Source: an optimization exercise on an open RTL-to-GDS flow (aim: small area, a short achievable clock period and few clock cycles). Production flows keep margins and buffers that such runs may drop. In this exercise RTL edits were held to simulation tests only and were not proved equivalent to the original.

## v25
==> flow/design.v (excerpt) <==
module fft8_top #(
parameter N= 8,
parameter WIDTH= 12,
parameter FRACTION = 8
)(
input  wire clk,
input  wire rst,
input  wire start,
input  wire load,
input  wire [$clog2(N)-1:0] load_addr,
input  wire signed [WIDTH-1:0] data_in_re,
input  wire signed [WIDTH-1:0] data_in_im,
input  wire [$clog2(N)-1:0] out_addr,
output reg  done,
output reg  signed [WIDTH-1:0] data_out_re,
output reg  signed [WIDTH-1:0] data_out_im
);
reg fresh;    
reg ph1;      
always @(posedge clk or posedge rst) begin
    if (rst) begin
        done  <= 1'b0;
        ph1   <= 1'b0;
        fresh <= 1'b1;
    end else begin
        ph1  <= start;
        done <= ph1;
        if (start) fresh <= 1'b1;
        else if (load) fresh <= 1'b0;
    end
end
wire [2:0]  e   = load_addr;
wire        clr = load & fresh;
wire [11:0] xr  = data_in_re & {12{load}};
wire [11:0] xi  = data_in_im & {12{load}};
wire [11:0] ar_ = e[2] ? xi : xr, ai_ = e[2] ? xr : xi;
wire [11:0] br_ = e[1] ? xi : xr, bi_ = e[1] ? xr : xi;
wire [11:0] blr = br_ & {12{~e[2]}}, bli = bi_ & {12{~e[2]}};
wire [11:0] bhr = br_ & {12{e[2]}},  bhi = bi_ & {12{e[2]}};
wire n4   = load & e[2];
wire n2r  = load & e[1];                    
wire n2i  = load & (e[2] ^ e[1]);
wire n6r  = load & (e[2] ^ e[1]);           
wire n6i  = load & e[1];
wire nc1r = load & e[0];
wire nc1i = load & (e[1] ^ e[0]);
  ...
For scale: ~210 flip-flops, roughly 22000 um^2 of cells after synthesis.
clock: 15.0 ns
lec_check: 0
abc_area: 1
cap_margin: 20
core_margin: 2
core_utilization: 40
slew_margin: 20
synth_hierarchical: 1
synth_minimum_keep_size: 0
standard.sh (not shown) runs the stock make flow with config.mk's settings and CLKGATE_MAP_FILE= SYNTH_SCRIPT=/design/flow/synth_recipe.tcl, a recipe that flattens the netlist after the stock synthesis.
==> flow/flow/run.sh <==
#!/bin/bash
# Standard layout (the standard.sh: standard synthesis, floorplan, place,
# CTS, route, finish), with the timing repair asked to leave 7.75 ns of setup
# slack at the design's clock period.  The constraints are unchanged.
set -euo pipefail
bash standard.sh SETUP_SLACK_MARGIN=7.75 finish > standard_flow.log 2>&1
v25 completed; timing, DRC and antenna clean
Testbench counts of v25, summed over its fixed seeds: cycles 5,760.
#### Input delta (v43 over v25)
Settings: CTS_BUF_LIST now sky130_fd_sc_hd__clkbuf_4 sky130_fd_sc_hd__clkbuf_8, previously not set; CTS_CLUSTER_SIZE now 30, previously not set; ABC_AREA no longer set, was 1.
==> flow/flow/run.sh <==
#!/bin/bash
# Standard layout (the standard.sh: standard synthesis, floorplan, place,
# CTS, route, finish), with the timing repair asked to leave 7.5 ns of setup
# slack at the design's clock period.  The constraints are unchanged.
set -euo pipefail
bash standard.sh SETUP_SLACK_MARGIN=7.5 finish > standard_flow.log 2>&1
- The final layout from v43, which completed every stage, passed the timing, design-rule and antenna checks at the end of the flow.
- Sort v25 and v43 by area of the die, ascending, and v43 comes first.
- v43 vs. v25: met2 layer usage reported by global route went down by 6.3 points.
- What v25 reported for wire length has to be multiplied by 0.800 to get the figure for v43.
What v54 does differently from v43 at the input level:
Settings: CTS_BUF_LIST no longer set, was sky130_fd_sc_hd__clkbuf_4 sky130_fd_sc_hd__clkbuf_8; CAP_MARGIN now 10, was 20; CTS_CLUSTER_SIZE no longer set, was 30; CORE_UTILIZATION now 55, was 40; SLEW_MARGIN now 10, was 20.
Notes after the runs:
v54 vs v43: critical path depth down. v43 was larger in final cell area than v54. Average routed wire per standard cell: v54 and v43 compared, lower one is v43. Reported for v54 and v43, share of synthesized area spent on multiplexers turned out identical to the last digit. Sort v54 and v43 by fraction of standard cell area that is sequential desc -> top: v54. [compare] base=v43 new=v54: met2 routing resource usage after global routing up 12 points, post-layout worst setup margin now sits lower.
Setup changes, v54 to v41
Settings: swapping 55 for 40 in CORE_UTILIZATION; swapping 10 for 20 in SLEW_MARGIN; putting ABC_AREA at 1 where nothing was set; swapping 10 for 20 in CAP_MARGIN.
Findings:
v54 reports its cell at the slowest stage of the critical path as sky130_fd_sc_hd__mux2_2 while v41 reports sky130_fd_sc_hd__dlygate4sd2_1.
Re number of cells upsized or downsized after cts: v41 and v54 aren't equal, and the higher value belongs to v41.
Comparing v41 and v54, number of clock buffers in the layout is lower on v54.
Final standard cell area without fillers ended up 1.0% higher on v41 than on v54.
In v41 relative to v54, total core area had gone up by more than a quarter.
Changes in v6 relative to v41:
Settings: CORE_UTILIZATION now 50, was 40.
==> flow/flow/run.sh <==
#!/bin/bash
# Standard layout (the standard.sh: standard synthesis, floorplan, place,
# CTS, route, finish), with the timing repair asked to leave 7.75 ns of setup
# slack at the design's clock period.  The constraints are unchanged.
set -euo pipefail
bash standard.sh SETUP_SLACK_MARGIN=7.75 finish > standard_flow.log 2>&1
--- outcome ---
Diff v41 -> v6: share of the clock period used by the worst path shows a reduction of 1.3 points; met1 routing resource usage after global routing shows an increase of 8.9 points; number of placement rows shows a reduction of 9; final-layout clock-cell area share shows an increase of 0.46 points.
Here is what was changed in the inputs of v3 compared with v6.
Settings: removing ABC_AREA (formerly 1); changing CORE_UTILIZATION from 50 to 40.
- Sort v6 and v3 by worst hold margin, ascending, and v3 comes first.
- Via count: v6 and v3 compared, lower one is v3
- Area fraction in compound gates after synthesis ends up higher on v6.
- v3 vs v6, top routing layer in use: met4 vs met5

JK:
Another version of the RTL of fft8_top (not shown whole).
Size in the first run: about 2600 cells after synthesis, roughly 210 flip-flops, roughly 59 I/O pins, ~21000 um^2 of cells after synthesis.
clock: 15.0 ns
lec_check: 0
abc_area: 1
cap_margin: 20
core_margin: 2
core_utilization: 35
slew_margin: 20
synth_hierarchical: 1
synth_minimum_keep_size: 0
==> flow/flow/run.sh <==
#!/bin/bash
# Standard layout (the standard.sh: standard synthesis, floorplan, place,
# CTS, route, finish), with the timing repair asked to leave 7.6 ns of setup
# slack at the design's clock period.  The constraints are unchanged.
set -euo pipefail
bash standard.sh SETUP_SLACK_MARGIN=7.6 finish > standard_flow.log 2>&1
JK: flow completed, timing, DRC and antenna clean
Testbench counts of JK, summed over its fixed seeds: cycles 5,760.
Inputs modified between JK and MS:
# JK
export LEC_CHECK = 0
export ABC_AREA = 1
export CAP_MARGIN = 20
export CORE_MARGIN = 2
export CORE_UTILIZATION = 35
export SLEW_MARGIN = 20
export SYNTH_HIERARCHICAL = 1
export SYNTH_MINIMUM_KEEP_SIZE = 0
create_clock -name core_clock -period 15.0 [get_ports {clk}]
# MS
export LEC_CHECK = 0
export CAP_MARGIN = 20
export CORE_MARGIN = 2
export CORE_UTILIZATION = 40
export SLEW_MARGIN = 20
export SYNTH_HIERARCHICAL = 1
export SYNTH_MINIMUM_KEEP_SIZE = 0
create_clock -name core_clock -period 15.0 [get_ports {clk}]
==> flow/flow/run.sh <==
#!/bin/bash
# Standard layout (the standard.sh: standard synthesis, floorplan, place,
# CTS, route, finish), with the timing repair asked to leave 7.5 ns of setup
# slack at the design's clock period.  The constraints are unchanged.
set -euo pipefail
bash standard.sh SETUP_SLACK_MARGIN=7.5 finish > standard_flow.log 2>&1
Findings:
MS finished end to end and its layout was clean on timing, DRC and antenna.
Of JK and MS, MS shows the lower die footprint, with JK above it.
Note that the area of all placed cells without fillers recorded for MS amounts to 1.05 times the value seen in JK.
Compared with JK, MS degrades wire length of the first global-routing pass.
--- input diff MS..AL ---
# MS
export LEC_CHECK = 0
export CAP_MARGIN = 20
export CORE_MARGIN = 2
export CORE_UTILIZATION = 40
export SLEW_MARGIN = 20
export SYNTH_HIERARCHICAL = 1
export SYNTH_MINIMUM_KEEP_SIZE = 0
create_clock -name core_clock -period 15.0 [get_ports {clk}]
# AL
export LEC_CHECK = 0
export ABC_AREA = 1
export CAP_MARGIN = 20
export CORE_MARGIN = 2
export CORE_UTILIZATION = 25
export SLEW_MARGIN = 20
export SYNTH_HIERARCHICAL = 1
export SYNTH_MINIMUM_KEEP_SIZE = 0
create_clock -name core_clock -period 15.0 [get_ports {clk}]
==> flow/flow/run.sh <==
#!/bin/bash
# Standard layout (the standard.sh: standard synthesis, floorplan, place,
# CTS, route, finish), with the timing repair asked to leave 7.75 ns of setup
# slack at the design's clock period.  The constraints are unchanged.
set -euo pipefail
bash standard.sh SETUP_SLACK_MARGIN=7.75 finish > standard_flow.log 2>&1
## What came out
AL did not stop at any stage, and its layout met the timing, design-rule and antenna checks.
Comparing MS and AL, the lower cell count was measured on MS.
Of MS and AL, AL shows the lower simple-gate share of the synthesized area, with MS above it.
The higher top fanout value on the critical path came out of MS.
Taking MS as the reference, in AL overall die area increased about 50%.
AL vs. MS: post-layout utilization of the core moved down; starting utilization of the core area fell 15 points; global-route usage down 8.9 points.
--- input diff AL..TR ---
# AL
export LEC_CHECK = 0
export ABC_AREA = 1
export CAP_MARGIN = 20
export CORE_MARGIN = 2
export CORE_UTILIZATION = 25
export SLEW_MARGIN = 20
export SYNTH_HIERARCHICAL = 1
export SYNTH_MINIMUM_KEEP_SIZE = 0
create_clock -name core_clock -period 15.0 [get_ports {clk}]
# TR
export LEC_CHECK = 0
export CAP_MARGIN = 20
export CORE_MARGIN = 2
export CORE_UTILIZATION = 40
export SLEW_MARGIN = 20
export SYNTH_HIERARCHICAL = 1
export SYNTH_MINIMUM_KEEP_SIZE = 0
create_clock -name core_clock -period 15.0 [get_ports {clk}]
Notes after the runs:
- Synthesis-to-finish area growth of TR is on par with AL.
- Against AL, the final cell area of TR is higher.
- TR has share of the cycle needed by the critical path after routing above what AL had.
- AL -> TR: die outline width decreased by more than 10%
- The run showing the greater post-detailed-routing wire length is AL.
Changes in PW relative to TR:
# TR
export LEC_CHECK = 0
export CAP_MARGIN = 20
export CORE_MARGIN = 2
export CORE_UTILIZATION = 40
export SLEW_MARGIN = 20
export SYNTH_HIERARCHICAL = 1
export SYNTH_MINIMUM_KEEP_SIZE = 0
create_clock -name core_clock -period 15.0 [get_ports {clk}]
# PW
export LEC_CHECK = 0
export ABC_AREA = 1
export CAP_MARGIN = 20
export CORE_MARGIN = 2
export CORE_UTILIZATION = 40
export SLEW_MARGIN = 20
export SYNTH_HIERARCHICAL = 1
export SYNTH_MINIMUM_KEEP_SIZE = 0
create_clock -name core_clock -period 15.0 [get_ports {clk}]
## What came out
Compared with TR, in PW number of buffers created by CTS decreased by 1 relative to the old numbers; cell area after placement moved down.
PW: die height is 1.9% lower than what TR reported.
Measured against TR, the clock-buffer cell count of PW comes out at 0.902 times the reference value.

[separate check: timing with driven ports]
In the flow no input, the clock included, has a driving cell. The finished layouts below were timed again as built, in two steps. Step 1 (the two cells are an assumption about what drives the block):
set clk [get_ports {clk}]
set_driving_cell -lib_cell sky130_fd_sc_hd__clkbuf_16 $clk
set_driving_cell -lib_cell sky130_fd_sc_hd__buf_2 [delete_from_list [all_inputs] $clk]
Step 2 adds t to the input delays and takes it off the output delays; t is the mean of the earliest and latest rising clock arrival at the registers after step 1. Input paths then give back, and output paths get back, about the clock's delay inside the block. a / b / c = ideal ports / drivers / drivers and shift; a / b = the first two.
run	t (ns)	slack for setup (ns)	hold slack, ns
v25	0.599	7.726 / 7.683 / 7.315	0.485 / 0.485 / 0.485
v43	0.615	7.512 / 7.476 / 7.104	0.600 / 0.600 / 0.600
v54	0.601	7.370 / 7.332 / 7.060	0.593 / 0.593 / 0.593
v41	0.597	7.530 / 7.488 / 7.049	0.476 / 0.476 / 0.476
v6	0.621	7.725 / 7.633 / 7.275	0.486 / 0.486 / 0.486
v3	0.605	7.750 / 7.622 / 7.349	0.433 / 0.433 / 0.433
JK	0.617	7.551 / 7.508 / 7.210	0.477 / 0.477 / 0.477
MS	0.623	7.283 / 7.253 / 7.127	0.599 / 0.599 / 0.599
AL	0.605	7.718 / 7.670 / 7.261	0.473 / 0.473 / 0.473
TR	0.625	7.684 / 7.619 / 7.283	0.605 / 0.605 / 0.605
PW	0.625	7.678 / 7.587 / 7.230	0.468 / 0.468 / 0.468
After both steps setup and hold are still met in every run listed. For v41, which loses most, drivers alone change the setup slack by -0.042 ns; drivers and shift together by -0.481 ns.
